Background: an optimization exercise with open tools, aiming at small area. Do not read the settings as production practice. In this exercise RTL edits were held to simulation tests only and were not proved equivalent to the original.

==> build 86 <==
==> flow/design.v (excerpt) <==
module FIR(
    input rst,
    input clk,
    input en,
    input signed [15:0] din,
    output reg signed [15:0] dout
    );
    reg        enable_id;
    reg [1:0]  counter_r;    
    reg [4:0]  index;        
    reg [4:0]  ptap;         
    reg [4:0]  live;         
    reg        pend;         
    reg [15:0] buffer;
    reg [15:0] ring [0:27];
    reg [31:0] acc;
    wire shift = (counter_r == 2'd1) || (index == 5'd28);
    wire wr    = (shift && ptap == 5'd27) || (pend && ptap == 5'd0);
    wire [15:0] dp = wr ? buffer : ring[1];
    wire        use_p  = enable_id && index != 5'd28 && ptap < live;
    wire [15:0] x      = use_p ? dp : 16'd0;
    wire [31:0] acc_in = (enable_id && index != 5'd0) ? acc : 32'd0;
    wire [3:0] cidx = (ptap > 5'd13) ? (5'd27 - ptap) : ptap[3:0];
    reg [24:0] bc;
    always @(*) begin
        case (cidx)
            4'd0: bc = 25'h0004911;
            4'd1: bc = 25'h0000908;
            4'd2: bc = 25'h0009294;
            4'd3: bc = 25'h0015220;
            4'd4: bc = 25'h0000428;
            4'd5: bc = 25'h0091244;
            4'd6: bc = 25'h0088234;
            4'd7: bc = 25'h0014414;
            4'd8: bc = 25'h0024a88;
            4'd9: bc = 25'h008ca82;
            4'd10: bc = 25'h1112024;
            4'd11: bc = 25'h008d031;
            4'd12: bc = 25'h0140851;
            default: bc = 25'h0408080;
        endcase
    end
    wire [18:0] x1 = {{3{x[15]}}, x};
    wire [18:0] x2 = {{2{x[15]}}, x, 1'b0};
    wire [18:0] x3 = x1 + x2;
    wire [18:0] x4 = {x[15], x, 2'b0};
    wire [18:0] pp0 = ((bc[0] ? x1 : 19'd0) | (bc[1] ? x2 : 19'd0)
                      | (bc[2] ? x3 : 19'd0) | (bc[3] ? x4 : 19'd0)) ^ {19{bc[4]}};
    wire [18:0] pp1 = ((bc[5] ? x1 : 19'd0) | (bc[6] ? x2 : 19'd0)
                      | (bc[7] ? x3 : 19'd0) | (bc[8] ? x4 : 19'd0)) ^ {19{bc[9]}};
    wire [18:0] pp2 = ((bc[10] ? x1 : 19'd0) | (bc[11] ? x2 : 19'd0)
                      | (bc[12] ? x3 : 19'd0) | (bc[13] ? x4 : 19'd0)) ^ {19{bc[14]}};
    wire [18:0] pp3 = ((bc[15] ? x1 : 19'd0) | (bc[16] ? x2 : 19'd0)
                      | (bc[17] ? x3 : 19'd0) | (bc[18] ? x4 : 19'd0)) ^ {19{bc[19]}};
    wire [18:0] pp4 = ((bc[20] ? x1 : 19'd0) | (bc[21] ? x2 : 19'd0)
                      | (bc[22] ? x3 : 19'd0) | (bc[23] ? x4 : 19'd0)) ^ {19{bc[24]}};
  ...
export LEC_CHECK = 0
export CAP_MARGIN = 20
export CORE_MARGIN = 2
export CORE_UTILIZATION = 50
export CTS_BUF_LIST = sky130_fd_sc_hd__clkbuf_4 sky130_fd_sc_hd__clkbuf_8
export CTS_CLUSTER_DIAMETER = 60
export CTS_CLUSTER_SIZE = 20
export GPL_TIMING_DRIVEN = 0
export HOLD_SLACK_MARGIN = 0
export SLEW_MARGIN = 20
create_clock -name core_clock -period 12.0 [get_ports {clk}]
standard.sh (not shown) runs the stock make flow with config.mk's settings and CLKGATE_MAP_FILE= SYNTH_SCRIPT=/design/flow/synth_recipe.tcl, a recipe that flattens the netlist after the stock synthesis.
==> flow/flow/run.sh <==
#!/bin/bash
# Standard ORFS layout with three changes:
#  - after the standard synthesis, flow/polarity.py re-chooses the polarity of
#    the full adders to drop inverters (same function, same registers);
#  - ports are buffered with buf_1 cells;
#  - clock tree synthesis adds no dummy loads (the clock-tree settings are
#    otherwise those of config.mk).
set -euo pipefail
R=orfs/results/$FLOW_PLATFORM/FIR/base
bash standard.sh synth > synth.log 2>&1
python3 flow/polarity.py $R/1_2_yosys.v > polarity.log 2>&1
CTS="-sink_clustering_enable -repair_clock_nets -sink_clustering_size 20 -sink_clustering_max_diameter 60 -buf_list {sky130_fd_sc_hd__clkbuf_4 sky130_fd_sc_hd__clkbuf_8} -dont_use_dummy_load"
bash standard.sh BUFFER_PORTS_ARGS="-buffer_cell sky130_fd_sc_hd__buf_1" CTS_ARGS="$CTS" finish > layout.log 2>&1
==> flow/flow/polarity.py <==
#!/usr/bin/env python3
"""Re-choose the polarity of full adders in a mapped netlist to remove inverters.

A full adder is self-dual: FA(~a, ~b, ~c) = ~FA(a, b, c) on both outputs.  The
synthesised netlist has inverters between full adders; this script removes every
inverter, picks for each sky130 fa cell whether it computes on true or on
complemented values, and adds back one inverter per signal that still has a load
needing the other polarity.  The function of the netlist is unchanged.
usage: polarity.py netlist.v  (rewritten in place)
"""
import re, sys, random

path = sys.argv[1]
text = open(path).read()
OUTS = {'X', 'Y', 'Q', 'Q_N', 'SUM', 'COUT', 'HI', 'LO'}
inst_re = re.compile(r'^(\s*)(sky130_fd_sc_hd__\w+)\s+(\S+)\s*\((.*?)\);\n', re.S | re.M)
pin_re = re.compile(r'\.(\w+)\(([^()]*)\)')

insts = []
for m in inst_re.finditer(text):
    pins = [(p, n.strip()) for p, n in pin_re.findall(m.group(4))]
    insts.append(dict(span=m.span(), indent=m.group(1), type=m.group(2), name=m.group(3), pins=pins))

def fmt(n):
    return n + ' ' if n.startswith('\\') else n

def is_inv(t):
    return re.match(r'sky130_fd_sc_hd__(clk)?inv_\d+$', t) is not None
def is_fa(t):
    return re.match(r'sky130_fd_sc_hd__fa_\d+$', t) is not None
def is_const(n):
    return re.match(r"^\d+'[bh][01]$", n) is not None

driver = {}
for i, c in enumerate(insts):
    for p, n in c['pins']:
        if p in OUTS:
            driver[n] = (i, p)

# nets used outside instances (assigns, ports) keep their inverters
other = text
for c in reversed(insts):
    other = other[:c['span'][0]] + other[c['span'][1]:]
assign_nets = set()
for m in re.finditer(r'assign\s+(.*?);', other, re.S):
    for tok in re.findall(r'\\\S+|[A-Za-z_][\w$]*(?:\[\d+\])?', m.group(1)):
        assign_nets.add(tok)
outports = set()
for m in re.finditer(r'^\s*output\s+(?:\[(\d+):(\d+)\]\s*)?(\S+)\s*;', other, re.M):
    if m.group(1):
        for k in range(int(m.group(2)), int(m.group(1)) + 1):
            outports.add(f'{m.group(3)}[{k}]')
    else:
        outports.add(m.group(3))

# removable inverters: output net not an assign/port net
removable = set()
for i, c in enumerate(insts):
    if is_inv(c['type']):
        y = dict(c['pins'])['Y']
        if y not in assign_nets and y not in outports:
            removable.add(i)

def root(n):
    par = 0
    seen = 0
    while n in driver and driver[n][0] in removable:
        a = dict(insts[driver[n][0]]['pins'])['A']
        n = a; par ^= 1; seen += 1
        if seen > 100: raise SystemExit('inverter loop')
    return n, par

fa_ids = [i for i, c in enumerate(insts) if is_fa(c['type'])]
fa_index = {i: k for k, i in enumerate(fa_ids)}
# loads: (inst, pin, source, parity)
loads = {}
for i, c in enumerate(insts):
    if i in removable:
        continue
    for p, n in c['pins']:
        if p in OUTS or n == '':
            continue
        s, par = root(n)
        loads.setdefault(s, []).append((i, p, par))
src_fa = {}
for s in loads:
    if s in driver and driver[s][0] in fa_index:
        src_fa[s] = driver[s][0]

def need(s, L, pol):
    pd = pol.get(src_fa.get(s), 0)
    return L[2] ^ pol.get(L[0], 0) ^ pd

def cost_of(s, pol):
    if is_const(s):
        return 0
    return 1 if any(need(s, L, pol) for L in loads[s]) else 0

touch = {}
for s, Ls in loads.items():
    ids = set(L[0] for L in Ls if L[0] in fa_index)
    if s in src_fa:
        ids.add(src_fa[s])
    for i in ids:
        touch.setdefault(i, []).append(s)

def total(pol):
    return sum(cost_of(s, pol) for s in loads)

best = None
rng = random.Random(1)
for trial in range(20):
    pol = {i: (rng.random() < 0.5 if trial else 0) for i in fa_ids}
    improved = True
    while improved:
        improved = False
        order = fa_ids[:]
        rng.shuffle(order)
        for i in order:
            before = sum(cost_of(s, pol) for s in touch.get(i, []))
            pol[i] ^= 1
            after = sum(cost_of(s, pol) for s in touch.get(i, []))
            if after < before:
                improved = True
            else:
                pol[i] ^= 1
    t = total(pol)
    if best is None or t < best[0]:
        best = (t, dict(pol))
ninv_before = sum(1 for i in removable)
pol = best[1]

# rewrite
newpins = {}
new_insts = []
new_wires = []
invnet = {}
k = 0
for s, Ls in loads.items():
    for L in Ls:
        i, p, par = L
        if need(s, L, pol):
            if is_const(s):
                net = s[:-1] + ('0' if s[-1] == '1' else '1')
            else:
                if s not in invnet:
                    k += 1
                    invnet[s] = f'polinv_n{k}'
                    new_wires.append(invnet[s])
                    new_insts.append(f'  sky130_fd_sc_hd__inv_1 polinv_{k} (\n    .A({fmt(s)}),\n    .Y({invnet[s]})\n  );\n')
                net = invnet[s]
        else:
            net = s
        newpins[(i, p)] = net

out = []
pos = 0
for i, c in enumerate(insts):
    a, b = c['span']
    out.append(text[pos:a])
    pos = b
    if i in removable:
        continue
    pins = []
    for p, n in c['pins']:
        n2 = newpins.get((i, p), n)
        pins.append(f'    .{p}({fmt(n2)})')
    out.append(f"{c['indent']}{c['type']} {c['name']} (\n" + ',\n'.join(pins) + '\n  );\n')
tail = text[pos:]
m = tail.rfind('endmodule')
out.append(tail[:m] + ''.join(new_insts) + tail[m:])
res = ''.join(out)
decl = ''.join(f'  wire {w};\n' for w in new_wires)
res = re.sub(r'(\n\s*(?:wire|input|output)\b)', '\n' + decl.rstrip('\n') + r'\1', res, count=1) if decl else res
open(path, 'w').write(res)
print(f'polarity: inverters {ninv_before} removed, {k} added; fa flipped {sum(pol.values())} of {len(fa_ids)}')
==> build 70 (differences from build 86) <==
==> flow/flow/run.sh (replaced) <==
#!/bin/bash
# Standard ORFS layout with two changes:
#  - after the standard synthesis, flow/polarity.py re-chooses the polarity of
#    the full adders to drop inverters (same function, same registers);
#  - ports are buffered with buf_1 cells.
set -euo pipefail
R=orfs/results/$FLOW_PLATFORM/FIR/base
bash standard.sh synth > synth.log 2>&1
python3 flow/polarity.py $R/1_2_yosys.v > polarity.log 2>&1
bash standard.sh BUFFER_PORTS_ARGS="-buffer_cell sky130_fd_sc_hd__buf_1" finish > layout.log 2>&1
--- a/flow/flow/polarity.py
+++ b/flow/flow/polarity.py
@@ -22,5 +22,2 @@
     insts.append(dict(span=m.span(), indent=m.group(1), type=m.group(2), name=m.group(3), pins=pins))
-
-def fmt(n):
-    return n + ' ' if n.startswith('\\') else n
 
@@ -149,3 +146,3 @@
                     new_wires.append(invnet[s])
-                    new_insts.append(f'  sky130_fd_sc_hd__inv_1 polinv_{k} (\n    .A({fmt(s)}),\n    .Y({invnet[s]})\n  );\n')
+                    new_insts.append(f'  sky130_fd_sc_hd__inv_1 polinv_{k} (\n    .A({s}),\n    .Y({invnet[s]})\n  );\n')
                 net = invnet[s]
@@ -166,3 +163,3 @@
         n2 = newpins.get((i, p), n)
-        pins.append(f'    .{p}({fmt(n2)})')
+        pins.append(f'    .{p}({n2})')
     out.append(f"{c['indent']}{c['type']} {c['name']} (\n" + ',\n'.join(pins) + '\n  );\n')
Settings changed: GPL_TIMING_DRIVEN 0 to unset.
==> metrics.md <==
| Metric | Value |
|---|---|
| Status | aborted with a tool error |
| Ys Warns | 2 |
| Last stage | 1_synth |
| Error msg | [ERROR STA-0171] /design/flow/orfs/results/sky130hd/FIR/base/1_2_yosys.v line 1705, syntax error |
That was build 70.
==> metrics.md <==
| Metric | Value |
|---|---|
| Status | timing/DRC/antenna clean |
| Ys Warns | 2 |
| Input/output buffers | 34 |
| Slew @ Worst Pin | 0.946 ns |
| Critical path startpoint category | register |
| Reg2Reg Setup Slack | 0.53 ns |
| Total global-route track usage | 21.3% |
| Die H | 194 um |
That was build 86.

-- what the ideal ports hide --
Ports are ideal in the flow. The routed layout listed here was re-timed in OpenROAD. Step 1 assumes that a clkbuf_16 drives the clock port and a buf_2 every other input. Step 2, shift: input delay + t, output delay - t, t = (earliest + latest rising clock arrival at the registers) / 2. This alone moves slack from input paths to output paths. a / b / c = no drivers / after step 1 / after step 2; a / b = the first two.
run: build 86
t, ns: 0.614
setup WS [ns]: 0.532 / 0.532 / 0.532
worst setup path at the end: register to register
worst register clock-pin slew, ns: 0.11 / 0.11
cell pins on the clock port's net: 1
After both steps build 86 still meets setup and hold. For build 86, drivers alone change the setup slack by 0.000 ns; drivers and shift together by 0.000 ns.
